Context: an optimization exercise on an open-source flow, tuned for a short achievable clock period and few clock cycles. The choices shown serve that exercise and are no tape-out recipe.
Where RTL was checked, it was by simulation tests only, not by an equivalence proof against the original.
Function not checked in run 2: the RTL went through the layout flow alone.

==> design/flow/design.v <==
module cpu (
	input clk,
	input reset,
	output [15:0] o_mem_addr,
	output o_mem_rd,
	output o_mem_wr,
	input  [15:0] i_mem_rddata,
	output [15:0] o_mem_wrdata
);
	logic [15:0] addr_q, wdata_q;
	logic        rd_q, wr_q;
	assign o_mem_addr   = addr_q;
	assign o_mem_rd     = rd_q;
	assign o_mem_wr     = wr_q;
	assign o_mem_wrdata = wdata_q;
	logic [15:0] nfa_q;      
	logic        pend_q;
	logic        fly_q;      
	logic        arv_q;      
	logic [15:0] arpc_q;     
	localparam int NC = 14;
	localparam int C_MV = 0, C_ADD = 1, C_SUB = 2, C_CMP = 3, C_LD = 4, C_ST = 5,
	               C_HI = 6, C_BR = 7, C_JZ = 8, C_JN = 9, C_CALL = 10, C_TIMM = 11,
	               C_NXT = 12, C_WR = 13;
	logic [2:0]         v_q;
	logic [2:0][15:0]   qw_q;
	logic [2:0][15:0]   qnpc_q;
	logic [2:0][15:0]   qtg_q;
	logic [2:0][7:0]    qxo_q;
	logic [2:0][7:0]    qyo_q;
	logic [2:0][7:0]    qtm_q;
	logic [2:0][NC-1:0] qc_q;
	logic               hz_q;    
	logic       ldb_q, lda_q;
	logic [7:0] ldbo_q, ldao_q;
	logic [7:0][15:0] r_q;
	logic             n_q, z_q;
	function automatic logic [15:0] rsel(input logic [7:0][15:0] r, input logic [7:0] o);
		rsel = '0;
		for (int i = 0; i < 8; i++) rsel = rsel | (r[i] & {16{o[i]}});
	endfunction
	logic [15:0]   iw;
	logic [NC-1:0] c;
	logic [7:0]    xo, yo;
	logic          ii;
	assign iw = qw_q[0];
	assign c  = qc_q[0];
	assign xo = qxo_q[0];
	assign yo = qyo_q[0];
	assign ii = iw[4];
	logic ex, setf;
	assign ex   = v_q[0] & ~hz_q;
	assign setf = ex & (c[C_ADD] | c[C_SUB]);
	logic [15:0] rx, ry, imm8, opb, sum, xtg;
	assign rx = rsel(r_q, xo);
	assign ry = rsel(r_q, yo);
	assign imm8 = {{8{iw[15]}}, iw[15:8]};
	assign opb  = ii ? imm8 : ry;
	logic [16:0] sum_c;
	assign sum_c = {rx, 1'b1} + {opb ^ {16{c[C_SUB]}}, c[C_SUB]};
	assign sum = sum_c[16:1];
	logic zf;
	assign zf = c[C_SUB] ? (rx == opb) : ((rx ^ opb) == {rx[14:0] | opb[14:0], 1'b0});
	logic taken, xred;
	assign taken = ~(c[C_JZ] | c[C_JN]) | (c[C_JZ] & z_q) | (c[C_JN] & n_q);
	assign xred  = ex & c[C_BR] & taken & ~c[C_NXT];
	assign xtg   = c[C_TIMM] ? qtg_q[0] : rx;
	logic        wex;
	logic [7:0]  wxo;
	logic [15:0] wxd, wxf;
	assign wex = ex & c[C_WR];
	assign wxo = c[C_CALL] ? 8'h80 : xo;
	assign wxf = c[C_MV] ? opb : (c[C_HI] ? {iw[15:8], rx[7:0]} : qnpc_q[0]);
	assign wxd = (c[C_ADD] | c[C_SUB]) ? sum : wxf;
	logic [15:0]   aw;
	logic [3:0]    aop;
	logic          aii;
	logic [NC-1:0] ac;
	logic [7:0]    axo, ayo, atm;
	logic [15:0]   aoff, anpc, atgi, arx, atg;
	assign aw  = i_mem_rddata;
	assign aop = aw[3:0];
	assign aii = aw[4];
	always_comb begin
		for (int i = 0; i < 8; i++) begin
			axo[i] = (aw[7:5] == i[2:0]);
			ayo[i] = (aw[10:8] == i[2:0]);
		end
	end
	assign aoff = aii ? {{4{aw[15]}}, aw[15:5], 1'b0} : 16'd0;
	assign anpc = arpc_q + 16'd2;
	assign atgi = anpc + aoff;
	logic a_br, a_j, a_jz, a_jn, a_call, a_nxt, a_safe, a_res, a_tk, ared;
	logic fwd, fwd_slow, a_usex, a_usey;
	assign a_j    = (aop == 4'h8);
	assign a_jz   = (aop == 4'h9);
	assign a_jn   = (aop == 4'hA);
	assign a_call = (aop == 4'hC);
	assign a_br   = a_j | a_jz | a_jn | a_call;
	assign a_nxt  = (aii & (aw[15:5] == 11'd0)) | (~aii & a_call & (aw[7:5] == 3'd7));
	assign a_usex = ~(a_br & aii);
	assign a_usey = ~aii & ~aop[3] & ~(aop[2] & aop[1]);
	assign atm    = (axo & {8{a_usex}}) | (ayo & {8{a_usey}}) | {a_call, 7'd0};
	assign fwd  = wex & |(wxo & axo);
	assign fwd_slow = fwd & (c[C_ADD] | c[C_SUB]);
	assign arx  = fwd ? wxf : rsel(r_q, axo);
	assign atg  = aii ? atgi : arx;
	assign a_safe = ((a_j | a_call) & aii) |
	                (~v_q[1] & (~v_q[0] | ex) &
	                 ~(~aii & ((ldb_q & |(ldbo_q & axo)) | (ex & c[C_LD] & |(xo & axo)) | fwd_slow)) &
	                 ~((a_jz | a_jn) & setf));
	assign a_res  = arv_q & ~xred & a_br & a_safe;
	assign a_tk   = a_j | a_call | (a_jz & z_q) | (a_jn & n_q);
	assign ared   = a_res & a_tk & ~a_nxt;
	always_comb begin
		ac = '0;
		ac[C_MV]  = (aop == 4'h0);
		ac[C_ADD] = (aop == 4'h1);
		ac[C_SUB] = (aop == 4'h2) | (aop == 4'h3);
		ac[C_CMP] = (aop == 4'h3);
		ac[C_LD]  = (aop == 4'h4);
		ac[C_ST]  = (aop == 4'h5);
		ac[C_HI]  = (aop == 4'h6);
		ac[C_BR]  = a_br & ~a_safe;    
		ac[C_JZ]  = a_jz;
		ac[C_JN]  = a_jn;
		ac[C_CALL] = a_call;
		ac[C_TIMM] = aii | (a_call & (aw[7:5] == 3'd7));
		ac[C_NXT]  = a_nxt;
		ac[C_WR]   = (aop == 4'h0) | (aop == 4'h1) | (aop == 4'h2) | (aop == 4'h6) | a_call;
	end
	logic       enq, memop, arv_n, can_fetch, issue, redir;
	logic [2:0] v_rm, v_n, wpos;
	logic [15:0] nxt;
	assign enq    = arv_q & ~xred & ~(a_res & ~a_call);
	assign v_rm   = ex ? {1'b0, v_q[2:1]} : v_q;
	assign wpos   = {v_rm[1] & ~v_rm[2], v_rm[0] & ~v_rm[1], ~v_rm[0]};
	assign v_n    = xred ? 3'd0 : (v_rm | (wpos & {3{enq}}));
	assign arv_n  = fly_q & ~xred & ~ared;
	assign memop  = ex & (c[C_LD] | c[C_ST]);
	assign can_fetch = ({2'b0, v_rm[0]} + {2'b0, v_rm[1]} + {2'b0, v_rm[2]} +
	                    {2'b0, arv_q} + {2'b0, fly_q & ~xred}) <= 3'd2;
	assign issue  = ~memop & (can_fetch | xred);
	assign redir  = xred | ared;
	assign nxt    = pend_q ? nfa_q : nfa_q + 16'd2;
	logic [7:0] ntm;
	logic       ldb_n, hz_n;
	assign ntm   = (ex | ~v_q[0]) ? (v_q[1] & ex ? qtm_q[1] : atm) : qtm_q[0];
	assign ldb_n = ex & c[C_LD];
	assign hz_n  = (ldb_n & |(ntm & xo)) | (ldb_q & |(ntm & ldbo_q));
	always_ff @(posedge clk or posedge reset) begin
		if (reset) begin
			addr_q <= 16'd0;
			wdata_q <= 16'd0;
			rd_q <= 1'b1;
			wr_q <= 1'b0;
			nfa_q <= 16'd0;
			pend_q <= 1'b0;
			fly_q <= 1'b1;
			arv_q <= 1'b0;
			arpc_q <= 16'd0;
			v_q <= 3'd0;
			qw_q <= '0;
			qnpc_q <= '0;
			qtg_q <= '0;
			qxo_q <= '0;
			qyo_q <= '0;
			qtm_q <= '0;
			qc_q <= '0;
			hz_q <= 1'b0;
			ldb_q <= 1'b0;
			lda_q <= 1'b0;
			ldbo_q <= 8'd0;
			ldao_q <= 8'd0;
			r_q <= '0;
			n_q <= 1'b0;
			z_q <= 1'b0;
		end else begin
			rd_q <= 1'b0;
			wr_q <= 1'b0;
			fly_q <= 1'b0;
			if (memop) begin
				rd_q <= c[C_LD];
				wr_q <= c[C_ST];
				wdata_q <= rx;
			end else if (issue) begin
				rd_q <= 1'b1;
				fly_q <= 1'b1;
			end
			if (ared & issue) addr_q <= atg;
			else if (memop)   addr_q <= ry;
			else if (xred)    addr_q <= xtg;
			else              addr_q <= nxt;
			if (ared)         nfa_q <= atg;
			else if (xred)    nfa_q <= xtg;
			else if (issue)   nfa_q <= nxt;
			if (issue)        pend_q <= 1'b0;
			else if (redir)   pend_q <= 1'b1;
			arv_q <= arv_n;
			arpc_q <= addr_q;
			v_q <= v_n;
			hz_q <= hz_n;
			if (ex) begin
				for (int i = 0; i < 2; i++) begin
					qw_q[i] <= qw_q[i+1];
					qnpc_q[i] <= qnpc_q[i+1];
					qtg_q[i] <= qtg_q[i+1];
					qxo_q[i] <= qxo_q[i+1];
					qyo_q[i] <= qyo_q[i+1];
					qtm_q[i] <= qtm_q[i+1];
					qc_q[i] <= qc_q[i+1];
				end
			end
			for (int i = 0; i < 3; i++) begin
				if (arv_q && wpos[i]) begin
					qw_q[i] <= aw;
					qnpc_q[i] <= anpc;
					qtg_q[i] <= atgi;
					qxo_q[i] <= axo;
					qyo_q[i] <= ayo;
					qtm_q[i] <= atm;
					qc_q[i] <= ac;
				end
			end
			ldb_q <= ldb_n;
			ldbo_q <= xo;
			lda_q <= ldb_q;
			ldao_q <= ldbo_q;
			for (int i = 0; i < 8; i++) begin
				if (lda_q && ldao_q[i]) r_q[i] <= i_mem_rddata;
				else if (wex && wxo[i]) r_q[i] <= wxd;
			end
			if (setf) begin
				n_q <= sum[15];
				z_q <= zf;
			end
		end
	end
endmodule
==> design/flow/flow/run.sh <==
#!/bin/bash
set -euo pipefail
bash standard.sh SETUP_SLACK_MARGIN=7 finish > make_finish.log 2>&1
==> design/flow/standard.sh <==
#!/bin/bash
# synth_recipe.tcl (not shown) runs the flow's synth.tcl, then flattens the netlist and writes it again
# the make line also repeats each setting of config.mk as NAME=value (left out here)
make -C /OpenROAD-flow-scripts/flow DESIGN_CONFIG=/design/flow/config.mk WORK_HOME=/design/flow/orfs CLKGATE_MAP_FILE= SYNTH_SCRIPT=/design/flow/synth_recipe.tcl "${@:-finish}"
==> design/flow/config.mk <==
export PLATFORM = sky130hd
export DESIGN_NAME = cpu
export DESIGN_NICKNAME = cpu
export VERILOG_FILES = /design/flow/design.v
export SDC_FILE = /design/flow/constraint.sdc
export NUM_CORES = 4
export LEC_CHECK = 0
export CAP_MARGIN = 20
export CORE_MARGIN = 2
export CORE_UTILIZATION = 30
export SLEW_MARGIN = 20
==> design/flow/constraint.sdc <==
create_clock -name core_clock -period 10.0 [get_ports {clk}]
set_input_delay 2.0000 -clock core_clock [delete_from_list [all_inputs] [get_ports {clk}]]
set_output_delay 2.0000 -clock core_clock [all_outputs]
set_load 0.01 [all_outputs]
==> results.ini, run 1 <==
[place]
place_congestion=0.967
hpwl_mm=65.1
io_buffers=51
place_inst=3864

[setup_path]
rr_worst_depth=13
worstPathCellList=nand2b_2 > o21ai_1 > buf_4 > xnor2_1 > ha_2 > or2_2 > a21oi_1 > o31ai_4 > or3_4 > o22ai_4 > mux2i_4 > buf_12 > a31oi_1
critPathSlowestCell=dfrtp_2
crit_path_start_kind=flop
worstPathMaxFanout=13
worst-r2r-setup-slack_ps=5940
required_ps=10480
worstReg2RegStart=qw_q[4]$_DFFE_PP0P_
setup.worst_path.end_class=flop
crit_path_max_incr_delay_ps=720
path_class=reg -> reg
critical_path_arrival_ps=4540
reg2reg_to=r_q[63]$_DFFE_PP0P_

[clock_network]
numClockSinks=452
tritoncts=done
path_clk_slew_ps=60
clock_latency_ps=640
h-tree-depth=2
cts_root_buffer=clkbuf_16
clockBufferDepth=3
cts_buffers=52
ctsHoldBuffers=0

[synth]
netlist_instances=2830
synthFlopType=dfrtp_1
synth_area_sq_mm=0.0260
netlist_top_cells_area=dfrtp_1 43%, mux2i_1 7.7%, o21ai_0 6.9%, a22oi_1 5.4%, nand2_1 5.4%
synth-seq-cells=452
syn-mean-instance-area_sq_um=9.17
synth_largest_area_cell=dfrtp_1
ys_warn_count=1
seq_area_frac_synth_pct=43.6
synth_cell_types=80
synth-edff-count=0
yosys.area.top_type_share_pct=43.4
synthArstFlopShare_pct=100

[hold_path]
holdPathEnd=ldao_q[0]$_DFF_PP0_
hold_class=reg -> reg
hold_depth=0
min_from=ldbo_q[0]$_DFF_PP0_

[detailed_routing]
via_per_inst=5.94
route.detailed.drc=0
wl_per_cell_microns=26.5
drtIter0Drc=3586
vias=25000
wl_mm=111
drt_pass1_iterations=9
antenna_left=0

[global_route]
antenna_found_initial=3
grt_overflow=0
grt_max_degree=95
grt_pass1_vias=23800
grt_first_pass_wirelength_mm=161
track_usage_pct=23.9

[timing]
hold_violations=0
finalCritPeriodShare_pct=40.6
fmax_ghz=0.247
worst_pin_slew_ps=1260
layout_min_cycle_time_ps=4060
rsz0062_at_grt=true
skew_ps=40.5
slew_headroom_pct=15.8
maxSlewViolCount=0
setup_viol=0
final.setup.tns_ps=0

[floorplan]
rows=107
dieArea_sq_mm=0.0889
dieWidth_microns=298
ios=52
initial_core_util_pct=30.4
coreArea_sq_mm=0.0854
die_h_microns=298

[job]
maxCapViolations=0

[final_layout]
fin_util_pct=40.6
fin_cells=4205
drive_above_1_share_pct=28.7
nets=3092
final_common_cell=dfrtp_1
final_cell_mix=437 x dfrtp_1, 334 x nand2_1, 207 x o21ai_0
areaGrowthSynthToFinish_pct=33.4

[status]
outcome=complete, no violations

==> area by class of cell <==
cell class	instances	area, sq um
clock inverter	18	259
timing repair buffer	353	3840
antenna	1	2.50
timing repair inverter	2	12.5
fill	8219	50800
tap	1144	1430
sequential	452	11300
multi-input combinational	2118	16100
inverter	43	180
clock buffer	74	1480
==> per-layer routing <==
| layer | routed length [microns] | vias up | GRT usage [%] |
|---|---|---|---|
| met5 | 37 | - | 0 |
| met4 | 7840 | 4 | 13.9 |
| met3 | 13200 | 413 | 6.94 |
| met2 | 46900 | 1638 | 34.6 |
| met1 | 43400 | 12300 | 31.6 |
| li1 | - | 10700 | - |
==> flip-flops by register name, summed over array words and instances, names as in the netlist, 24 cells and up <==
| register | flops |
|---|---|
| qnpc_q | 48 |
| qxo_q | 24 |
| qyo_q | 24 |
| r_q | 128 |
| qtm_q | 24 |
| qc_q | 39 |
| qtg_q | 45 |
| qw_q | 27 |
==> worst max-delay path, delay by kind of cell, from the launching register on <==
family	cells	cell delay (ps)
AO/OA/AOI/OAI	5	900
multiplexers	1	310
buffers and inverters	2	350
adder cells (fa/ha/maj)	1	340
AND/OR/NAND/NOR	3	1110
XOR/XNOR	1	160
flip-flops	1	720
==> worst max path at each step <==
stage | cells after the start | from | slack [ps] | to
2_1_floorplan | 1 | reset | 1890 | addr_q[0]$_DFF_PP0_
3_3_place_gp | 9 | i_mem_rddata[12] | 4420 | nfa_q[12]$_DFFE_PP0P_
3_5_place_dp | 9 | i_mem_rddata[12] | 4400 | nfa_q[12]$_DFFE_PP0P_
4_1_cts | 13 | i_mem_rddata[5] | 5960 | nfa_q[15]$_DFFE_PP0P_
5_1_grt | 15 | qyo_q[1]$_DFFE_PP0P_ | 5890 | r_q[15]$_DFFE_PP0P_
6_report | 13 | qw_q[4]$_DFFE_PP0P_ | 5940 | r_q[63]$_DFFE_PP0P_
==> metrics by stage <==
step / hold slack [ps] / instance area [sq um] / worst slack (ps)
4_1_cts: 419 / 33100 / 5960
2_1_floorplan: 369 / 26800 / 1890
5_1_grt: 445 / 34600 / 5890
3_3_place_gp: 397 / 28100 / 4420
6_report: 425 / 34600 / 5940
3_5_place_dp: 397 / 28100 / 4400
==> kinds of logic after synthesis <==
group                      Yosys count  share of synthesized area (%)
xor gates and xnor gates            82                           2.77
DFF                                452                           43.6
buffers and inverters              266                           4.07
muxes                              274                           11.0
adders and majority gates           53                           2.63
and+or+nand+nor                    820                           14.9
AOI/OAI and AO/OA                  883                           21.1
==> timing repair <==
item	4_1_cts	5_1_grt
buffers inserted	150	75
gates cloned	18	5
resized for setup	630	200
endpoints found under the hold margin	0	0
pin swaps	170	111
setup endpoints to repair	810	349
==> cells in the mapped netlist (4+ instances only) <==
cell       count
a211o_1        6
a211oi_1      48
a21boi_0       4
a21o_1        14
a21oi_1      123
a221oi_1      12
a22o_1        13
a22oi_1      187
a31oi_1       40
and2_1        49
and3_1        36
and4_1        10
buf_1         21
buf_2         19
clkbuf_1     177
dfrtp_1      450
ha_1          49
inv_1         40
mux2_2        73
mux2i_1      199
nand2_1      371
nand2b_1      10
nand3_1       41
nand3b_1       5
nand4_1       43
nor2_1       151
nor2b_1       24
nor3_1        15
nor3b_1        7
nor4_1         9
o211a_1        4
o211ai_1      21
o21a_1         5
o21ai_0      357
o21ai_1       11
o22ai_1        5
o2bb2ai_1      5
o31a_1         4
or2_2          4
or3_1         29
xnor2_1       46
xor2_1        36
Testbench counts, summed over its fixed seeds: cycles 44,815.
==> inputs of run 2 (changes only) <==
--- a/design/flow/design.v
+++ b/design/flow/design.v
@@ -32,2 +32,4 @@
 	logic [2:0][NC-1:0] qc_q;
+	logic [2:0][15:0]   qa_q;    
+	logic [2:0][15:0]   qb_q;    
 	logic               hz_q;    
@@ -53,10 +55,7 @@
 	assign setf = ex & (c[C_ADD] | c[C_SUB]);
-	logic [15:0] rx, ry, imm8, opb, sum, xtg;
-	assign rx = rsel(r_q, xo);
-	assign ry = rsel(r_q, yo);
-	assign imm8 = {{8{iw[15]}}, iw[15:8]};
-	assign opb  = ii ? imm8 : ry;
-	logic [16:0] sum_c;
-	assign sum_c = {rx, 1'b1} + {opb ^ {16{c[C_SUB]}}, c[C_SUB]};
-	assign sum = sum_c[16:1];
+	logic [15:0] rx, ry, opb, sum, xtg;
+	assign rx  = qa_q[0];
+	assign opb = qb_q[0];
+	assign ry  = qb_q[0];
+	cpu_add #(.W(16)) u_alu (.a(rx), .b(opb ^ {16{c[C_SUB]}}), .ci(c[C_SUB]), .s(sum), .co());
 	logic zf;
@@ -89,5 +88,12 @@
 	end
-	assign aoff = aii ? {{4{aw[15]}}, aw[15:5], 1'b0} : 16'd0;
-	assign anpc = arpc_q + 16'd2;
-	assign atgi = anpc + aoff;
+	logic [11:0] atlo;
+	logic [3:0]  ahi, ahi_p, ahi_m;
+	assign anpc  = arpc_q + 16'd2;
+	assign ahi   = anpc[15:12];
+	assign ahi_p = anpc[15:12] + 4'd1;
+	assign ahi_m = anpc[15:12] - 4'd1;
+	logic acy;
+	cpu_add #(.W(11)) u_atg (.a(anpc[11:1]), .b(aw[15:5]), .ci(1'b0), .s(atlo[11:1]), .co(acy));
+	assign atlo[0] = anpc[0];
+	assign atgi = {(acy == aw[15]) ? ahi : (acy ? ahi_p : ahi_m), atlo};
 	logic a_br, a_j, a_jz, a_jn, a_call, a_nxt, a_safe, a_res, a_tk, ared;
@@ -105,3 +111,8 @@
 	assign fwd_slow = fwd & (c[C_ADD] | c[C_SUB]);
-	assign arx  = fwd ? wxf : rsel(r_q, axo);
+	logic [15:0] rfx, rfy, aqa, aqb;
+	assign rfx  = rsel(r_q, axo);
+	assign rfy  = rsel(r_q, ayo);
+	assign arx  = fwd ? wxf : rfx;
+	assign aqa  = fwd ? wxd : rfx;
+	assign aqb  = aii ? {{8{aw[15]}}, aw[15:8]} : ((wex & |(wxo & ayo)) ? wxd : rfy);
 	assign atg  = aii ? atgi : arx;
@@ -150,2 +161,18 @@
 	assign hz_n  = (ldb_n & |(ntm & xo)) | (ldb_q & |(ntm & ldbo_q));
+	logic [2:0][15:0] sna, snb;
+	for (genvar i = 0; i < 3; i++) begin : g_snoop
+		localparam int J = (i < 2) ? i + 1 : i;
+		logic [15:0] sa, sb;
+		logic [7:0]  so, sy;
+		logic        sbr;
+		assign sa  = ex ? qa_q[J] : qa_q[i];
+		assign sb  = ex ? qb_q[J] : qb_q[i];
+		assign so  = ex ? qxo_q[J] : qxo_q[i];
+		assign sy  = ex ? qyo_q[J] : qyo_q[i];
+		assign sbr = ex ? ~qw_q[J][4] : ~qw_q[i][4];
+		assign sna[i] = (wex & |(wxo & so)) ? wxd :
+		                (lda_q & |(ldao_q & so)) ? i_mem_rddata : sa;
+		assign snb[i] = (sbr & wex & |(wxo & sy)) ? wxd :
+		                (sbr & lda_q & |(ldao_q & sy)) ? i_mem_rddata : sb;
+	end
 	always_ff @(posedge clk or posedge reset) begin
@@ -169,2 +196,4 @@
 			qc_q <= '0;
+			qa_q <= '0;
+			qb_q <= '0;
 			hz_q <= 1'b0;
@@ -202,2 +231,11 @@
 			hz_q <= hz_n;
+			for (int i = 0; i < 3; i++) begin
+				if (arv_q && wpos[i]) begin
+					qa_q[i] <= aqa;
+					qb_q[i] <= aqb;
+				end else begin
+					qa_q[i] <= sna[i];
+					qb_q[i] <= snb[i];
+				end
+			end
 			if (ex) begin
@@ -239 +277,29 @@
 endmodule
+module cpu_add #(parameter int W = 16) (
+	input  [W-1:0] a,
+	input  [W-1:0] b,
+	input          ci,
+	output [W-1:0] s,
+	output         co
+);
+	logic [W-1:0] g0, p0;
+	assign g0 = a & b;
+	assign p0 = a ^ b;
+	localparam int L = $clog2(W + 1);
+	logic [L:0][W:0] g, p;
+	assign g[0] = {g0, ci};
+	assign p[0] = {p0, 1'b0};
+	for (genvar l = 0; l < L; l++) begin : g_lvl
+		for (genvar i = 0; i <= W; i++) begin : g_bit
+			if (i >= (1 << l)) begin : g_m
+				assign g[l+1][i] = g[l][i] | (p[l][i] & g[l][i - (1 << l)]);
+				assign p[l+1][i] = p[l][i] & p[l][i - (1 << l)];
+			end else begin : g_p
+				assign g[l+1][i] = g[l][i];
+				assign p[l+1][i] = p[l][i];
+			end
+		end
+	end
+	assign s  = p0 ^ g[L][W-1:0];
+	assign co = g[L][W];
+endmodule
==> run 2 against run 1 <==
Routed wire length increased by 32%. Via count increased by 33%. Sequential share of layout area decreased by 1.2 points. Final area increased by 26%. Core utilization decreased by 1.2 points. Final cell count increased by 33%. Global-route usage increased by 0.38 points. Largest cell class unchanged.
==> results.ini, run 2 <==
[final_layout]
largest_register_ffs=128  ; unchanged
final_common_cell=nand2_1
final_cell_mix=744 x nand2_1, 539 x dfrtp_1, 268 x nor2_1
drive_above_1_share_pct=24.0  ; -4.7 points
largest_register=r_q
final_area_sq_mm=0.0435  ; +26%
nets=4128  ; +34%
areaGrowthSynthToFinish_pct=30.2

[synth]
syn-mean-instance-area_sq_um=8.59  ; -6.4%
synth_cell_types=103  ; +29%
synthArstFlopShare_pct=100  ; unchanged
seq_area_frac_synth_pct=41.0  ; -2.5 points
yosys.area.top_type_share_pct=40.9  ; -2.5 points
synth-edff-count=0  ; unchanged
yosys-top-cells-count=758 x nand2_1, 546 x dfrtp_1, 294 x o21ai_0
synthFlopType=dfrtp_1
synth-seq-cells=548  ; +21%
synth_largest_area_cell=dfrtp_1
ys_warn_count=1  ; unchanged
netlist_top_cells_area=dfrtp_1 41%, nand2_1 8.5%, mux2i_1 6.7%, o21ai_0 4.4%, a21oi_1 3.7%
synth_most_common_cell=nand2_1
synth_area_sq_mm=0.0334  ; +29%
netlist_instances=3890  ; +37%

[timing]
layout_min_cycle_time_ps=4520  ; +461 ps
maxSlewViolCount=0  ; unchanged
hold_violations=0  ; unchanged
skew_ps=35.4  ; -5.09 ps
setup_viol=0  ; unchanged
fmax_ghz=0.221  ; -10%
rsz0062_at_grt=true
final.setup.tns_ps=0  ; unchanged
finalCritPeriodShare_pct=45.2  ; +4.6 points
worst_pin_slew_ps=1150  ; -112 ps
slew_headroom_pct=23.3  ; +7.5 points

[detailed_routing]
wl_mm=147  ; +32%
route.detailed.drc=0  ; unchanged
vias=33300  ; +33%
wl_per_cell_microns=26.2  ; -1.2%
antenna_left=0  ; unchanged
drt_pass1_iterations=8  ; -1
via_per_inst=5.95  ; about the same
drtIter0Drc=4583  ; +28%

[place]
hpwl_mm=83.9  ; +29%
place_congestion=0.935  ; -3.3%
io_buffers=51  ; unchanged
placed_area_sq_mm=0.0357  ; +27%

[clock_network]
cts_root_buffer=clkbuf_16
clock_latency_ps=640  ; about the same
tritoncts=done
clockBufferDepth=3  ; unchanged
path_clk_slew_ps=60  ; about the same
numClockSinks=548  ; +21%
h-tree-depth=3  ; +1
cts_buffers=67  ; +29%
ctsHoldBuffers=0  ; unchanged

[hold_path]
hold_depth=0  ; unchanged
holdPathEnd=arpc_q[4]$_DFF_PP0_
min_from=addr_q[4]$_DFF_PP0_
hold_class=reg -> reg

[global_route]
grt_first_pass_wirelength_mm=208  ; +29%
grt_max_degree=82  ; -14%
busiest_layer=met2
met3_usage_pct=6.33  ; -0.61 points
grt_pass1_vias=31000  ; +30%
grt_overflow=0  ; unchanged
grtUsageMet1_pct=31.3  ; -0.32 points
track_usage_pct=24.3  ; +0.38 points
met2_usage_pct=36.3  ; +1.7 points
antenna_found_initial=4  ; +1

[setup_path]
worstReg2RegStart=arpc_q[1]$_DFF_PP0_
worstPathCellList=buf_12 > buf_12 > ha_4 > o211ai_1 > o211ai_1 > buf_4 > a2111oi_4 > nor2_2 > clkinv_2 > ha_4 > nand3b_1 > o311a_1 > or4_1 > o21ai_2 > xor2_2 > o21ai_1
required_ps=10490  ; about the same
critical_path_arrival_ps=5010  ; +470 ps
path_delay_family=compound AO/OA/AOI/OAI gates
crit_path_max_incr_delay_ps=420  ; -300 ps
path_class=in -> reg
crit_path_start_kind=input pin
critPathSlowestCell=or4_1
cp_num_buf_inv=4  ; +2
setup.worst_path.end_class=flop
worstPathMaxFanout=5  ; -8
worst-r2r-setup-slack_ps=5580  ; -360 ps
reg2reg_to=qtg_q[47]$_DFFE_PP0P_
rr_worst_depth=16  ; +3

[floorplan]
dieWidth_microns=338  ; +13%
dieArea_sq_mm=0.114  ; +28%
rows=122  ; +14%
initial_core_util_pct=30.2  ; -0.16 points
ios=52  ; unchanged
coreArea_sq_mm=0.111  ; +29%
die_h_microns=338  ; +13%

[status]
outcome=complete, no violations

[job]
maxCapViolations=0  ; unchanged

[run 2: changes by cell type after synthesis, moves of 80 or more]
cell | previous run | this run
a21oi_1 | 123 | 249
a22oi_1 | 187 | 107
clkbuf_1 | 177 | 259
dfrtp_1 | 450 | 546
nand2_1 | 371 | 758
nor2_1 | 151 | 290
[run 2: layout make-up]
cell class	instances	area, sq um
Multi-Input combinational cell	2934	20300
Clock buffer	101	1930
Timing Repair Buffer	439	5110
Antenna cell	5	12.5
Fill cell	10700	67000
Clock inverter	19	245
Tap cell	1488	1860
Inverter	67	280
Sequential cell	548	13700
[run 2: worst max path at each step]
stage	slack (ps)	depth (start not counted)	startpoint	to
6_report	5480	16	i_mem_rddata[9]	qtg_q[47]$_DFFE_PP0P_
3_5_place_dp	3900	15	i_mem_rddata[7]	addr_q[15]$_DFF_PP0_
5_1_grt	5380	16	i_mem_rddata[9]	qtg_q[47]$_DFFE_PP0P_
3_3_place_gp	3910	15	i_mem_rddata[7]	nfa_q[15]$_DFFE_PP0P_
4_1_cts	5540	16	i_mem_rddata[7]	nfa_q[15]$_DFFE_PP0P_
2_1_floorplan	550	1	reset	addr_q[0]$_DFF_PP0_
[run 2: cells by family after synthesis]
family / share of synthesized area, %
compound gates: 21.8
xor+xnor: 2.10
fa+ha+maj: 2.10
buf+inv: 5.19
flops: 41.0
mux: 10.0
simple gates: 17.7
[run 2: repair_timing]
item                       CTS  global route
pin swaps                   89           128
setup buffers              145           121
cloned                      29             9
hold endpoints to repair     0             0
setup endpoints to repair  801           303
gates resized for setup    507           292
[run 2: per-layer routing]
metal | vias up | part of all wire (%)
met5 | - | 0.0089
met4 | 2 | 7.0
met3 | 613 | 12
met2 | 2301 | 43
met1 | 16100 | 38
li1 | 14300 | -
[run 2: per-stage QoR]
step / hold slack, ps / util, % / setup WS (ps) / instances
floorplan: 352 / - / 546 / 3890
global placement: 394 / 32.3 / 3910 / 5172
detailed placement: 390 / 32.3 / 3900 / 5172
CTS: 402 / 37.3 / 5540 / 5466
global route: 421 / 39.4 / 5380 / 5596
finish: 393 / 39.4 / 5480 / 5601
==> inputs of run 3 (changes only) <==
--- a/design/flow/design.v
+++ b/design/flow/design.v
@@ -88,12 +88,7 @@
 	end
-	logic [11:0] atlo;
-	logic [3:0]  ahi, ahi_p, ahi_m;
+	logic [3:0]  ahi_p, ahi_m;
 	assign anpc  = arpc_q + 16'd2;
-	assign ahi   = anpc[15:12];
 	assign ahi_p = anpc[15:12] + 4'd1;
 	assign ahi_m = anpc[15:12] - 4'd1;
-	logic acy;
-	cpu_add #(.W(11)) u_atg (.a(anpc[11:1]), .b(aw[15:5]), .ci(1'b0), .s(atlo[11:1]), .co(acy));
-	assign atlo[0] = anpc[0];
-	assign atgi = {(acy == aw[15]) ? ahi : (acy ? ahi_p : ahi_m), atlo};
+	cpu_atg u_atg (.npc(anpc), .hi_p(ahi_p), .hi_m(ahi_m), .imm(aw[15:5]), .t(atgi));
 	logic a_br, a_j, a_jz, a_jn, a_call, a_nxt, a_safe, a_res, a_tk, ared;
@@ -305 +300,13 @@
 endmodule
+module cpu_atg (
+	input  [15:0] npc,
+	input  [3:0]  hi_p,
+	input  [3:0]  hi_m,
+	input  [10:0] imm,
+	output [15:0] t
+);
+	logic [10:0] lo;
+	logic        cy;
+	cpu_add #(.W(11)) u_add (.a(npc[11:1]), .b(imm), .ci(1'b0), .s(lo), .co(cy));
+	assign t = {(cy == imm[10]) ? npc[15:12] : (cy ? hi_p : hi_m), lo, npc[0]};
+endmodule
--- a/design/flow/config.mk
+++ b/design/flow/config.mk
@@ -11 +11,3 @@
 export SLEW_MARGIN = 20
+export SYNTH_HIERARCHICAL = 1
+export SYNTH_MINIMUM_KEEP_SIZE = 0
==> run 3 against run 2 <==
Clock skew decreased by 12 ps. Non-clock buffer count is 5 higher. Global-route usage barely moved. Sequential cell count grew 3. Critical path depth is 6 lower. Critical path type unchanged. Highest routed layer unchanged. Final cell count about the same. Fmax is 14% higher. Via count grew 0.26%. Worst setup slack better by 560 ps. Sequential share of layout area is 0.77 points lower.
==> results.ini, run 3 <==
[final_layout]
drive_above_1_share_pct=30.1  ; +6.1 points
final_common_cell=nand2_1
areaGrowthSynthToFinish_pct=34.2
largest_register_ffs=128  ; unchanged
largest_register=r_q
fin_cells=5600  ; -0.018%
nets=4128  ; unchanged
num-fill-cells=10600  ; -0.72%
final_cell_mix=666 x nand2_1, 540 x dfrtp_1, 249 x o21ai_0

[setup_path]
path_class=in -> reg
crit_path_max_incr_delay_ps=870  ; +450 ps
worstReg2RegStart=arpc_q[1]$_DFF_PP0_
cp_num_buf_inv=4  ; unchanged
required_ps=10490  ; about the same
worstPathCellList=buf_16 > buf_4 > buf_12 > buf_16 > o2bb2ai_1 > a222oi_1 > o211ai_1 > o21ai_2 > o21ai_1 > mux2_4
reg2reg_to=nfa_q[12]$_DFFE_PP0P_
critPathSlowestCell=a222oi_1
setup.worst_path.end_class=flop
rr_worst_depth=13  ; -3
path_depth=10  ; -6
crit_path_start_kind=input pin
critical_path_arrival_ps=4450  ; -560 ps
startpoint=i_mem_rddata[5]
endpoint=qa_q[39]$_DFFE_PP0P_
path_delay_family=compound AO/OA/AOI/OAI gates
crit_path_frequent_cell=buf_16
worst-r2r-setup-slack_ps=6460  ; +880 ps
worstPathMaxFanout=13  ; +8

[global_route]
grt_pass1_vias=31000  ; -0.10%
track_usage_pct=24.3  ; about the same
antenna_found_initial=7  ; +3
grt_overflow=0  ; unchanged
grt_max_degree=157  ; +91%
grt_first_pass_wirelength_mm=209  ; +0.38%

[floorplan]
dieWidth_microns=338  ; about the same
initial_core_util_pct=30.2  ; about the same
ios=52  ; unchanged
rows=122  ; unchanged
dieArea_sq_mm=0.114  ; about the same
coreArea_sq_mm=0.111  ; unchanged
die_h_microns=338  ; about the same

[timing]
layout_min_cycle_time_ps=3960  ; -558 ps
setup_viol=0  ; unchanged
skew_ps=23.0  ; -12.4 ps
finalCritPeriodShare_pct=39.6  ; -5.6 points
hold_violations=0  ; unchanged
final.setup.tns_ps=0  ; unchanged
hold_ws_ps=423  ; +30.2 ps
layout_setup_ws_ps=6040  ; +558 ps
worst_pin_slew_ps=1200  ; +52.2 ps
fmax_ghz=0.253  ; +14%
rsz0062_at_grt=true
slew_headroom_pct=19.7  ; -3.7 points
maxSlewViolCount=0  ; unchanged

[clock_network]
path_clk_slew_ps=60  ; about the same
cts_root_buffer=clkbuf_16
tritoncts=done
clockBufferDepth=3  ; unchanged
numClockSinks=551  ; +0.55%
cts_buffers=68  ; +1.5%
h-tree-depth=3  ; unchanged
clock_latency_ps=620  ; -20 ps
ctsHoldBuffers=0  ; unchanged

[synth]
ys_warn_count=7  ; +6
netlist_instances=3877  ; -0.33%
synth_area_sq_mm=0.0334  ; about the same
syn-mean-instance-area_sq_um=8.62  ; +0.31%

[detailed_routing]
wl_mm=144  ; -1.6%
route.detailed.drc=0  ; unchanged
drtIter0Drc=4474  ; -2.4%
via_per_inst=5.96  ; +0.27%
drt_pass1_iterations=7  ; -1
vias=33400  ; +0.26%
antenna_left=0  ; unchanged
wl_per_cell_microns=25.8  ; -1.6%

[hold_path]
hold_depth=0  ; unchanged
hold_class=reg -> reg

[place]
hpwl_mm=82.8  ; -1.3%
io_buffers=51  ; unchanged
place_congestion=0.931  ; -0.34%
place_inst=5176  ; +0.077%
post-place-ws_ps=3980  ; +82.6 ps

[status]
outcome=complete, no violations

[job]
maxCapViolations=0  ; unchanged

[run 3: cell count changes in the layout (fill, tap and decap cells not counted), moves of 29 or more]
cell | before | now
o21ai_1 | 90 | 121
nand2_1 | 744 | 666
a21oi_1 | 203 | 110
a211oi_1 | 27 | 72
mux2_2 | 80 | 118
a22oi_1 | 83 | 52
o21ai_0 | 193 | 249
nand2_4 | 3 | 39
mux2i_1 | 216 | 154
nand2_2 | 11 | 48
nand3_1 | 35 | 64
o21ai_2 | 17 | 60
[run 3: how the worst min path moves through the flow]
stage | startpoint | to
2_1_floorplan | qxo_q[0]$_DFF_PP0_ | ldbo_q[0]$_DFF_PP0_
3_3_place_gp | addr_q[6]$_DFF_PP0_ | arpc_q[6]$_DFF_PP0_
3_5_place_dp | addr_q[6]$_DFF_PP0_ | arpc_q[6]$_DFF_PP0_
4_1_cts | addr_q[6]$_DFF_PP0_ | arpc_q[6]$_DFF_PP0_
5_1_grt | addr_q[6]$_DFF_PP0_ | arpc_q[6]$_DFF_PP0_
6_report | addr_q[6]$_DFF_PP0_ | arpc_q[6]$_DFF_PP0_
[run 3: per-stage QoR]
stage	utilization (%)	area, sq um
2_1_floorplan	-	34100
4_1_cts	38.1	42100
5_1_grt	40.6	44800
3_5_place_dp	32.4	35800
3_3_place_gp	32.4	35800
6_report	40.6	44800
[run 3: final cells by class]
cell class / instances / area, sq um / share of cell area [%]
Antenna cell: 3 / 7.51 / 0.0167
Multi-Input combinational cell: 2908 / 21200 / 47.3
Timing Repair Buffer: 444 / 5350 / 11.9
Sequential cell: 551 / 13800 / 30.8
Inverter: 84 / 362 / 0.806
Clock inverter: 17 / 148 / 0.329
Tap cell: 1488 / 1860 / 4.15
Clock buffer: 105 / 2080 / 4.65
[run 3: routing by layer]
layer	up-vias	track usage, %	share of wire (%)
met2	2172	36.6	43
met5	-	0	0.034
met4	8	12.2	5.8
met1	16400	31.5	39
li1	14300	-	-
met3	519	7.32	12
[run 3: repair_timing]
| action | in CTS | in global routing |
|---|---|---|
| resized for setup | 676 | 494 |
| setup buffers | 158 | 102 |
| pin swaps | 120 | 140 |
| gates cloned | 34 | 5 |
| setup endpoints to repair | 841 | 561 |
[run 3: worst register-to-register path: stages (launching register included)]
cell,delay [ps]
dfrtp_1,510
ha_1,320
xor2_1,410
ha_4,300
o21a_1,170
o31a_1,160
nor3_4,240
o211ai_1,150
a31o_4,320
mux2i_2,180
mux2i_2,260
buf_4,170
a21oi_2,50
o221ai_1,200
Testbench counts of run 3, summed over its fixed seeds: cycles 44,815.
==> inputs of run 4 (changes only) <==
--- a/design/flow/design.v
+++ b/design/flow/design.v
@@ -27,3 +27,2 @@
 	logic [2:0][15:0]   qnpc_q;
-	logic [2:0][15:0]   qtg_q;
 	logic [2:0][7:0]    qxo_q;
@@ -34,2 +33,5 @@
 	logic [2:0][15:0]   qb_q;    
+	logic [2:0]         qfa_q;   
+	logic [2:0]         qfb_q;   
+	logic [15:0]        wres_q;  
 	logic               hz_q;    
@@ -56,5 +58,5 @@
 	logic [15:0] rx, ry, opb, sum, xtg;
-	assign rx  = qa_q[0];
-	assign opb = qb_q[0];
-	assign ry  = qb_q[0];
+	assign rx  = qfa_q[0] ? wres_q : qa_q[0];
+	assign opb = qfb_q[0] ? wres_q : qb_q[0];
+	assign ry  = opb;
 	cpu_add #(.W(16)) u_alu (.a(rx), .b(opb ^ {16{c[C_SUB]}}), .ci(c[C_SUB]), .s(sum), .co());
@@ -65,3 +67,6 @@
 	assign xred  = ex & c[C_BR] & taken & ~c[C_NXT];
-	assign xtg   = c[C_TIMM] ? qtg_q[0] : rx;
+	logic [15:0] xoff, xtgi;
+	assign xoff  = ii ? {{4{iw[15]}}, iw[15:5], 1'b0} : 16'd0;
+	cpu_add #(.W(16)) u_xtg (.a(qnpc_q[0]), .b(xoff), .ci(1'b0), .s(xtgi), .co());
+	assign xtg   = c[C_TIMM] ? xtgi : rx;
 	logic        wex;
@@ -78,3 +83,3 @@
 	logic [7:0]    axo, ayo, atm;
-	logic [15:0]   aoff, anpc, atgi, arx, atg;
+	logic [15:0]   anpc, atgi, arx, atg;
 	assign aw  = i_mem_rddata;
@@ -88,7 +93,9 @@
 	end
-	logic [3:0]  ahi_p, ahi_m;
+	logic [6:0]  ahi_p, ahi_m;
+	logic        afit;
 	assign anpc  = arpc_q + 16'd2;
-	assign ahi_p = anpc[15:12] + 4'd1;
-	assign ahi_m = anpc[15:12] - 4'd1;
-	cpu_atg u_atg (.npc(anpc), .hi_p(ahi_p), .hi_m(ahi_m), .imm(aw[15:5]), .t(atgi));
+	assign ahi_p = anpc[15:9] + 7'd1;
+	assign ahi_m = anpc[15:9] - 7'd1;
+	assign afit  = (aw[15:12] == 4'h0) | (aw[15:12] == 4'hF);
+	cpu_atg u_atg (.npc(anpc), .hi_p(ahi_p), .hi_m(ahi_m), .imm(aw[12:5]), .t(atgi));
 	logic a_br, a_j, a_jz, a_jn, a_call, a_nxt, a_safe, a_res, a_tk, ared;
@@ -107,14 +114,18 @@
 	logic [15:0] rfx, rfy, aqa, aqb;
-	assign rfx  = rsel(r_q, axo);
-	assign rfy  = rsel(r_q, ayo);
+	logic        afa, afb;
+	cpu_rmux u_rfx (.r(r_q), .i(aw[7:5]), .o(rfx));
+	cpu_rmux u_rfy (.r(r_q), .i(aw[10:8]), .o(rfy));
 	assign arx  = fwd ? wxf : rfx;
-	assign aqa  = fwd ? wxd : rfx;
-	assign aqb  = aii ? {{8{aw[15]}}, aw[15:8]} : ((wex & |(wxo & ayo)) ? wxd : rfy);
+	assign aqa  = rfx;
+	assign aqb  = aii ? {{8{aw[15]}}, aw[15:8]} : rfy;
+	assign afa  = fwd;
+	assign afb  = ~aii & wex & |(wxo & ayo);
 	assign atg  = aii ? atgi : arx;
-	assign a_safe = ((a_j | a_call) & aii) |
+	assign a_safe = ((a_j | a_call) & aii & afit) |
 	                (~v_q[1] & (~v_q[0] | ex) &
+	                 ~(aii & ~afit) &
 	                 ~(~aii & ((ldb_q & |(ldbo_q & axo)) | (ex & c[C_LD] & |(xo & axo)) | fwd_slow)) &
-	                 ~((a_jz | a_jn) & setf));
+	                 ~(a_jn & setf));
 	assign a_res  = arv_q & ~xred & a_br & a_safe;
-	assign a_tk   = a_j | a_call | (a_jz & z_q) | (a_jn & n_q);
+	assign a_tk   = a_j | a_call | (a_jz & (setf ? zf : z_q)) | (a_jn & n_q);
 	assign ared   = a_res & a_tk & ~a_nxt;
@@ -157,2 +168,3 @@
 	logic [2:0][15:0] sna, snb;
+	logic [2:0]       snfa, snfb;
 	for (genvar i = 0; i < 3; i++) begin : g_snoop
@@ -161,3 +173,5 @@
 		logic [7:0]  so, sy;
-		logic        sbr;
+		logic        sbr, sfa, sfb;
+		assign sfa = ex ? qfa_q[J] : qfa_q[i];
+		assign sfb = ex ? qfb_q[J] : qfb_q[i];
 		assign sa  = ex ? qa_q[J] : qa_q[i];
@@ -167,6 +181,6 @@
 		assign sbr = ex ? ~qw_q[J][4] : ~qw_q[i][4];
-		assign sna[i] = (wex & |(wxo & so)) ? wxd :
-		                (lda_q & |(ldao_q & so)) ? i_mem_rddata : sa;
-		assign snb[i] = (sbr & wex & |(wxo & sy)) ? wxd :
-		                (sbr & lda_q & |(ldao_q & sy)) ? i_mem_rddata : sb;
+		assign snfa[i] = wex & |(wxo & so);
+		assign snfb[i] = sbr & wex & |(wxo & sy);
+		assign sna[i]  = (lda_q & |(ldao_q & so)) ? i_mem_rddata : (sfa ? wres_q : sa);
+		assign snb[i]  = (sbr & lda_q & |(ldao_q & sy)) ? i_mem_rddata : (sfb ? wres_q : sb);
 	end
@@ -186,3 +200,2 @@
 			qnpc_q <= '0;
-			qtg_q <= '0;
 			qxo_q <= '0;
@@ -193,2 +206,5 @@
 			qb_q <= '0;
+			qfa_q <= '0;
+			qfb_q <= '0;
+			wres_q <= '0;
 			hz_q <= 1'b0;
@@ -230,2 +246,4 @@
 					qb_q[i] <= aqb;
+					qfa_q[i] <= afa;
+					qfb_q[i] <= afb;
 				end else begin
@@ -233,4 +251,7 @@
 					qb_q[i] <= snb[i];
+					qfa_q[i] <= snfa[i];
+					qfb_q[i] <= snfb[i];
 				end
 			end
+			wres_q <= wxd;
 			if (ex) begin
@@ -239,3 +260,2 @@
 					qnpc_q[i] <= qnpc_q[i+1];
-					qtg_q[i] <= qtg_q[i+1];
 					qxo_q[i] <= qxo_q[i+1];
@@ -250,3 +270,2 @@
 					qnpc_q[i] <= anpc;
-					qtg_q[i] <= atgi;
 					qxo_q[i] <= axo;
@@ -302,11 +321,18 @@
 	input  [15:0] npc,
-	input  [3:0]  hi_p,
-	input  [3:0]  hi_m,
-	input  [10:0] imm,
+	input  [6:0]  hi_p,
+	input  [6:0]  hi_m,
+	input  [7:0]  imm,
 	output [15:0] t
 );
-	logic [10:0] lo;
-	logic        cy;
-	cpu_add #(.W(11)) u_add (.a(npc[11:1]), .b(imm), .ci(1'b0), .s(lo), .co(cy));
-	assign t = {(cy == imm[10]) ? npc[15:12] : (cy ? hi_p : hi_m), lo, npc[0]};
+	logic [7:0] lo;
+	logic       cy;
+	cpu_add #(.W(8)) u_add (.a(npc[8:1]), .b(imm), .ci(1'b0), .s(lo), .co(cy));
+	assign t = {(cy == imm[7]) ? npc[15:9] : (cy ? hi_p : hi_m), lo, npc[0]};
+endmodule
+module cpu_rmux (
+	input  [7:0][15:0] r,
+	input  [2:0]       i,
+	output [15:0]      o
+);
+	assign o = r[i];
 endmodule
--- a/design/flow/config.mk
+++ b/design/flow/config.mk
@@ -7,2 +7,3 @@
 export LEC_CHECK = 0
+export ABC_AREA = 1
 export CAP_MARGIN = 20
==> run 4 against run 3 <==
Clock skew is 17 ps higher. Worst hold slack worse by 4.1 ps. Worst setup slack better by 360 ps. Area after synthesis is 4.1% higher. Synthesized cell count is 32% higher. Sequential share of layout area is 0.59 points lower. Largest cell class unchanged. Critical path type unchanged. Global-route usage is 1.3 points higher.
==> results.ini, run 4 <==
[clock_network]
clock_latency_ps=680  ; +60 ps
ctsHoldBuffers=0  ; unchanged
numClockSinks=534  ; -3.1%
h-tree-depth=2  ; -1
clockBufferDepth=3  ; unchanged
cts_buffers=59  ; -13%
tritoncts=done
cts_root_buffer=clkbuf_16
path_clk_slew_ps=60  ; about the same

[detailed_routing]
wl_per_cell_microns=23.7  ; -8.1%
vias=37500  ; +12%
wl_mm=161  ; +12%
via_per_inst=5.50  ; -7.7%
route.detailed.drc=0  ; unchanged
drt_pass1_iterations=7  ; unchanged
antenna_left=0  ; unchanged
drtIter0Drc=4912  ; +9.8%

[place]
place_congestion=0.979  ; +5.1%
io_buffers=51  ; unchanged
hpwl_mm=96.0  ; +16%

[setup_path]
crit_path_max_incr_delay_ps=240  ; -630 ps
required_ps=10580  ; +90 ps
worstPathCellList=buf_12 > buf_16 > buf_12 > buf_8 > nand2_4 > inv_4 > nand2_2 > nand2_1 > nor2_1 > nand2_1 > nand2_1 > nand3_2 > nand2_2 > nand2_4 > nor2_8 > nand2_8 > buf_6 > nor2_4 > buf_6 > nand2_2 > nand2_1
critPathSlowestCell=nor2_8
crit_path_start_kind=input pin
rr_worst_depth=22  ; +9
path_class=in -> reg
critical_path_arrival_ps=4180  ; -270 ps
setup.worst_path.end_class=flop
crit_path_frequent_cell=nand2_1
worstPathMaxFanout=7  ; -6

[synth]
netlist_instances=5104  ; +32%
syn-mean-instance-area_sq_um=6.81  ; -21%
ys_warn_count=7  ; unchanged
synth_area_sq_mm=0.0348  ; +4.1%

[floorplan]
dieArea_sq_mm=0.119  ; +4.0%
rows=124  ; +1.6%
dieWidth_microns=344  ; +2.0%
die_h_microns=344  ; +2.0%
coreArea_sq_mm=0.115  ; +3.7%
initial_core_util_pct=30.3  ; +0.10 points
ios=52  ; unchanged

[global_route]
grt_first_pass_wirelength_mm=228  ; +8.9%
grt_overflow=0  ; unchanged
grt_max_degree=90  ; -43%
track_usage_pct=25.6  ; +1.3 points
grt_pass1_vias=34200  ; +10%
antenna_found_initial=8  ; +1

[timing]
rsz0062_at_grt=true
slew_headroom_pct=8.64  ; -11 points
hold_violations=0  ; unchanged
setup_viol=0  ; unchanged
hold_ws_ps=419  ; -4.06 ps
layout_min_cycle_time_ps=3600  ; -357 ps
skew_ps=39.6  ; +16.5 ps
finalCritPeriodShare_pct=36.0  ; -3.6 points
final.setup.tns_ps=0  ; unchanged
maxSlewViolCount=0  ; unchanged
fmax_ghz=0.278  ; +9.9%
worst_pin_slew_ps=1370  ; +165 ps

[final_layout]
nets=5340  ; +29%
largest_register_ffs=128  ; unchanged
fin_util_pct=38.6  ; -1.9 points
areaGrowthSynthToFinish_pct=27.4
final_common_cell=nand2_1
final_cell_mix=1758 x nand2_1, 600 x inv_1, 523 x dfrtp_1
drive_above_1_share_pct=17.5  ; -13 points
largest_register=r_q

[hold_path]
hold_class=reg -> reg
hold_depth=0  ; unchanged

[status]
outcome=complete, no violations

[job]
maxCapViolations=0  ; unchanged

run 4: final cells by class:
class	count	area, sq um
well taps	1512	1890
flip-flops and latches	534	13400
diodes	1	2.50
clock inverters	29	369
clock buffers	81	1690
inverters	675	2910
repair inverters	6	95.1
fillers	11900	70300
repair buffers	358	4360
multi-input cells	3621	19600
run 4: per-layer routing:
metal | wire, microns | GRT usage, % | share of wire, % | vias to the layer above
met5 | 134 | 0 | 0.083 | -
met4 | 7380 | 10.9 | 4.6 | 14
met3 | 22700 | 7.74 | 14 | 451
met2 | 66800 | 37.8 | 41 | 2269
met1 | 64300 | 34.5 | 40 | 17900
li1 | - | - | - | 16800
run 4: metrics by stage:
stage	cells	area [sq um]	setup WS, ps
after floorplan	5108	35300	742
after global placement	6466	36800	4350
after detailed placement	6466	36900	4340
after CTS	6712	41600	6530
after global routing	6816	44300	6300
final	6817	44300	6400
run 4: timing repair:
| item | CTS | global route |
|---|---|---|
| gates resized for setup | 498 | 395 |
| gates cloned | 25 | 24 |
| endpoints found under the setup margin | 932 | 512 |
| pin swaps | 61 | 72 |
| setup buffers | 111 | 80 |
run 4: final timing paths:
| kind | start | end | slack, ps |
|---|---|---|---|
| worst max-delay path | i_mem_rddata[7] | addr_q[10]$_DFF_PP0_ | 6400 |
| worst min-delay path | qxo_q[2]$_DFF_PP0_ | ldbo_q[2]$_DFF_PP0_ | 420 |
| worst max register to register | qfb_q[0]$_DFF_PP0_ | addr_q[10]$_DFF_PP0_ | 6510 |
| worst min register to register | qxo_q[2]$_DFF_PP0_ | ldbo_q[2]$_DFF_PP0_ | 420 |
| max in group asynchronous | reset | qa_q[7]$_DFFE_PP0P_ | 7140 |
| min in group asynchronous | reset | qnpc_q[24]$_DFFE_PP0P_ | 1990 |
run 4: worst max-delay path, delay by kind of cell:
| family | cells | cell delay [ps] |
|---|---|---|
| buf+inv | 7 | 860 |
| simple gates | 14 | 1320 |
Testbench counts of run 4, summed over its fixed seeds: cycles 44,460.
==> inputs of run 5 (changes only) <==
--- a/design/flow/design.v
+++ b/design/flow/design.v
@@ -20,2 +20,4 @@
 	logic [15:0] arpc_q;     
+	logic [15:0] arnpc_q;    
+	logic [6:0]  arhp_q, arhm_q;   
 	localparam int NC = 14;
@@ -95,5 +97,5 @@
 	logic        afit;
-	assign anpc  = arpc_q + 16'd2;
-	assign ahi_p = anpc[15:9] + 7'd1;
-	assign ahi_m = anpc[15:9] - 7'd1;
+	assign anpc  = arnpc_q;
+	assign ahi_p = arhp_q;
+	assign ahi_m = arhm_q;
 	assign afit  = (aw[15:12] == 4'h0) | (aw[15:12] == 4'hF);
@@ -111,4 +113,8 @@
 	assign atm    = (axo & {8{a_usex}}) | (ayo & {8{a_usey}}) | {a_call, 7'd0};
-	assign fwd  = wex & |(wxo & axo);
-	assign fwd_slow = fwd & (c[C_ADD] | c[C_SUB]);
+	logic [7:0] wmask, umask;
+	assign wmask = wxo & {8{wex}};
+	assign umask = (ldbo_q & {8{ldb_q}}) | (xo & {8{ex & c[C_LD]}}) |
+	               (wxo & {8{wex & (c[C_ADD] | c[C_SUB])}});
+	assign fwd  = wmask[aw[7:5]];
+	assign fwd_slow = umask[aw[7:5]];
 	logic [15:0] rfx, rfy, aqa, aqb;
@@ -126,3 +132,3 @@
 	                 ~(aii & ~afit) &
-	                 ~(~aii & ((ldb_q & |(ldbo_q & axo)) | (ex & c[C_LD] & |(xo & axo)) | fwd_slow)) &
+	                 ~(~aii & fwd_slow) &
 	                 ~(a_jn & setf));
@@ -156,2 +162,4 @@
 	assign arv_n  = fly_q & ~xred & ~ared;
+	logic [15:0] bus_npc;
+	assign bus_npc = addr_q + 16'd2;
 	assign memop  = ex & (c[C_LD] | c[C_ST]);
@@ -197,2 +205,5 @@
 			arpc_q <= 16'd0;
+			arnpc_q <= 16'd0;
+			arhp_q <= 7'd0;
+			arhm_q <= 7'd0;
 			v_q <= 3'd0;
@@ -240,2 +251,5 @@
 			arpc_q <= addr_q;
+			arnpc_q <= bus_npc;
+			arhp_q <= bus_npc[15:9] + 7'd1;
+			arhm_q <= bus_npc[15:9] - 7'd1;
 			v_q <= v_n;
==> run 5 against run 4 <==
First-iteration DRC count increased by 12%. Sequential cell count increased by 13. Clock-buffer cell count up 13. Still clean on timing, DRC and antenna. Core utilization grew 0.96 points. Clock skew is essentially flat. Critical endpoint is now nfa_q[13]$_DFFE_PP0P_. Routed wire length up 2.9%. Via count rose by 3.5%. Worst setup slack better by 220 ps.
==> results.ini, run 5 <==
[clock_network]
cts_buffers=67  ; +14%
clockBufferDepth=3  ; unchanged
tritoncts=done
h-tree-depth=3  ; +1
cts_root_buffer=clkbuf_16
clock_latency_ps=660  ; -20 ps
numClockSinks=547  ; +2.4%
path_clk_slew_ps=60  ; about the same

[detailed_routing]
highest_layer=met5
route.detailed.drc=0  ; unchanged
drtIter0Drc=5513  ; +12%
vias=38800  ; +3.5%
wl_mm=166  ; +2.9%
antenna_left=0  ; unchanged
via_per_inst=5.60  ; +1.8%
m1WireLength_mm=64.5  ; +0.34%
wl_met3_mm=21.3  ; -6.5%
drt_pass1_iterations=8  ; +1
wl_per_cell_microns=24.0  ; +1.2%
route.met2.wl_mm=70.1  ; +4.8%

[synth]
synth_area_sq_mm=0.0355  ; +2.0%
syn-mean-instance-area_sq_um=6.89  ; +1.2%
ys_warn_count=7  ; unchanged
netlist_instances=5147  ; +0.84%

[place]
hpwl_mm=96.7  ; +0.74%
place_inst=6525  ; +0.91%
place_congestion=0.954  ; -2.5%
io_buffers=51  ; unchanged

[timing]
slew_headroom_pct=13.7  ; +5.0 points
rsz0062_at_grt=true
fmax_ghz=0.296  ; +6.6%
setup_viol=0  ; unchanged
worst_pin_slew_ps=1280  ; -85.8 ps
skew_ps=39.1  ; -0.412 ps
layout_min_cycle_time_ps=3380  ; -223 ps
hold_violations=0  ; unchanged
final.setup.tns_ps=0  ; unchanged
finalCritPeriodShare_pct=33.8  ; -2.2 points
maxSlewViolCount=0  ; unchanged

[floorplan]
ios=52  ; unchanged
die_h_microns=348  ; +1.0%
coreArea_sq_mm=0.118  ; +2.6%
initial_core_util_pct=30.2  ; -0.16 points
rows=126  ; +1.6%
dieArea_sq_mm=0.121  ; +2.0%
dieWidth_microns=348  ; +1.0%

[global_route]
grt_overflow=0  ; unchanged
grt_pass1_vias=35000  ; +2.4%
track_usage_pct=25.3  ; -0.35 points
grt_max_degree=85  ; -5.6%
antenna_found_initial=3  ; -5
grt_first_pass_wirelength_mm=231  ; +1.3%

[final_layout]
drive_above_1_share_pct=22.3  ; +4.8 points
largest_register=r_q
areaGrowthSynthToFinish_pct=31.3
largest_register_ffs=128  ; unchanged
nets=5431  ; +1.7%
final_common_cell=nand2_1
fin_cells=6929  ; +1.6%
final_cell_mix=1660 x nand2_1, 628 x inv_1, 523 x dfrtp_1

[setup_path]
crit_path_frequent_cell=nand2_1
required_ps=10510  ; -70 ps
worstPathMaxFanout=8  ; +1
critical_path_arrival_ps=3890  ; -290 ps
path_class=in -> reg
crit_path_max_incr_delay_ps=260  ; +20 ps
critPathSlowestCell=ha_4
crit_path_start_kind=input pin
setup.worst_path.end_class=flop
worstPathCellList=buf_12 > buf_12 > ha_4 > nand2_2 > nand3b_1 > nand2_1 > nand2_1 > nand2_2 > clkinv_4 > nand2_8 > nand2_8 > nand2_1 > nand2_1 > nand2_2 > nand2_2 > nand3_2 > nand2_1 > nand2_1 > nand2_1

[status]
outcome=complete, no violations

[hold_path]
hold_class=reg -> reg

[job]
maxCapViolations=0  ; unchanged

## run 5: worst paths after layout
path,start,endpoint,slack [ps],cells after the start
worst min register to register,ldbo_q[4]$_DFF_PP0_,ldao_q[4]$_DFF_PP0_,440,0
min in group asynchronous,reset,qyo_q[16]$_DFFE_PP0P_,1960,2
max in group asynchronous,reset,qnpc_q[29]$_DFFE_PP0P_,7180,4
worst max register to register,qfb_q[0]$_DFF_PP0_,addr_q[14]$_DFF_PP0_,6680,22
worst max-delay path,i_mem_rddata[7],nfa_q[13]$_DFFE_PP0P_,6620,19
worst min-delay path,ldbo_q[4]$_DFF_PP0_,ldao_q[4]$_DFF_PP0_,440,0
## run 5: critical path: cells and delay by family
family        cells  cell delay [ps]
simple gates     15             1260
fa+ha+maj         1              260
buf+inv           3              350
## run 5: stage by stage
stage	area (sq um)	utilization (%)	worst slack, ps	hold WS [ps]
4_1_cts	42900	36.5	6630	431
3_5_place_dp	37500	31.9	4570	405
6_report	46600	39.6	6620	444
5_1_grt	46600	39.6	6540	459
3_3_place_gp	37500	31.9	4670	414
2_1_floorplan	36000	-	560	352
## run 5: layer usage
| layer | up-vias | GRT usage [%] |
|---|---|---|
| li1 | 17000 | - |
| met1 | 18700 | 34.1 |
| met2 | 2551 | 37.6 |
| met3 | 561 | 5.92 |
| met4 | 6 | 12.8 |
| met5 | - | 0 |
## run 5: cell type report
class                           instances  area [sq um]
Clock inverter                         22           322
Fill cell                           11900         71000
Clock buffer                           94          1970
Tap cell                             1536          1920
Multi-Input combinational cell       3600         20600
Antenna cell                            1          2.50
Timing Repair inverter                 12           236
Timing Repair Buffer                  394          4790
Inverter                              723          3030
Sequential cell                       547         13700
## run 5: repair_timing
action / CTS / global route
gates resized for setup: 594 / 594
endpoints found under the setup margin: 1024 / 623
gates cloned: 28 / 32
hold buffers: 0 / 0
buffers inserted: 141 / 85
pin swaps: 110 / 230
Testbench counts of run 5, summed over its fixed seeds: cycles 44,460.

[what the ideal ports hide]
How much do the figures lean on ideal ports? The routed layouts below were timed once more, with nothing changed but the port constraints. Step 1, drivers: a clkbuf_16 drives clk and a buf_2 each remaining input, both assumed. Step 2 moves the port delays by t, midway between the first and last clock arrival at a register: inputs arrive t later, outputs are due t later. That takes back most of the time a late clock gives input paths. Three values: ideal, step 1, step 2; two values: the first two.
| run | t (ns) | setup slack, ns | hold WS [ns] | worst register clock-pin slew, ns | cell pins on the clock port's net |
|---|---|---|---|---|---|
| run 1 | 0.679 | 5.944 / 5.944 / 5.268 | 0.425 / 0.425 / 0.425 | 0.07 / 0.07 | 1 |
| run 2 | 0.695 | 5.483 / 5.506 / 4.811 | 0.393 / 0.393 / 0.393 | 0.06 / 0.06 | 1 |
| run 3 | 0.675 | 6.041 / 6.015 / 5.340 | 0.423 / 0.423 / 0.423 | 0.06 / 0.06 | 1 |
| run 4 | 0.732 | 6.398 / 6.190 / 5.458 | 0.419 / 0.419 / 0.419 | 0.07 / 0.07 | 1 |
| run 5 | 0.718 | 6.621 / 6.502 / 5.785 | 0.444 / 0.444 / 0.444 | 0.07 / 0.07 | 1 |
After both steps setup and hold are still met in every run listed. For run 4, which loses most, drivers alone change the setup slack by -0.208 ns; drivers and shift together by -0.940 ns.
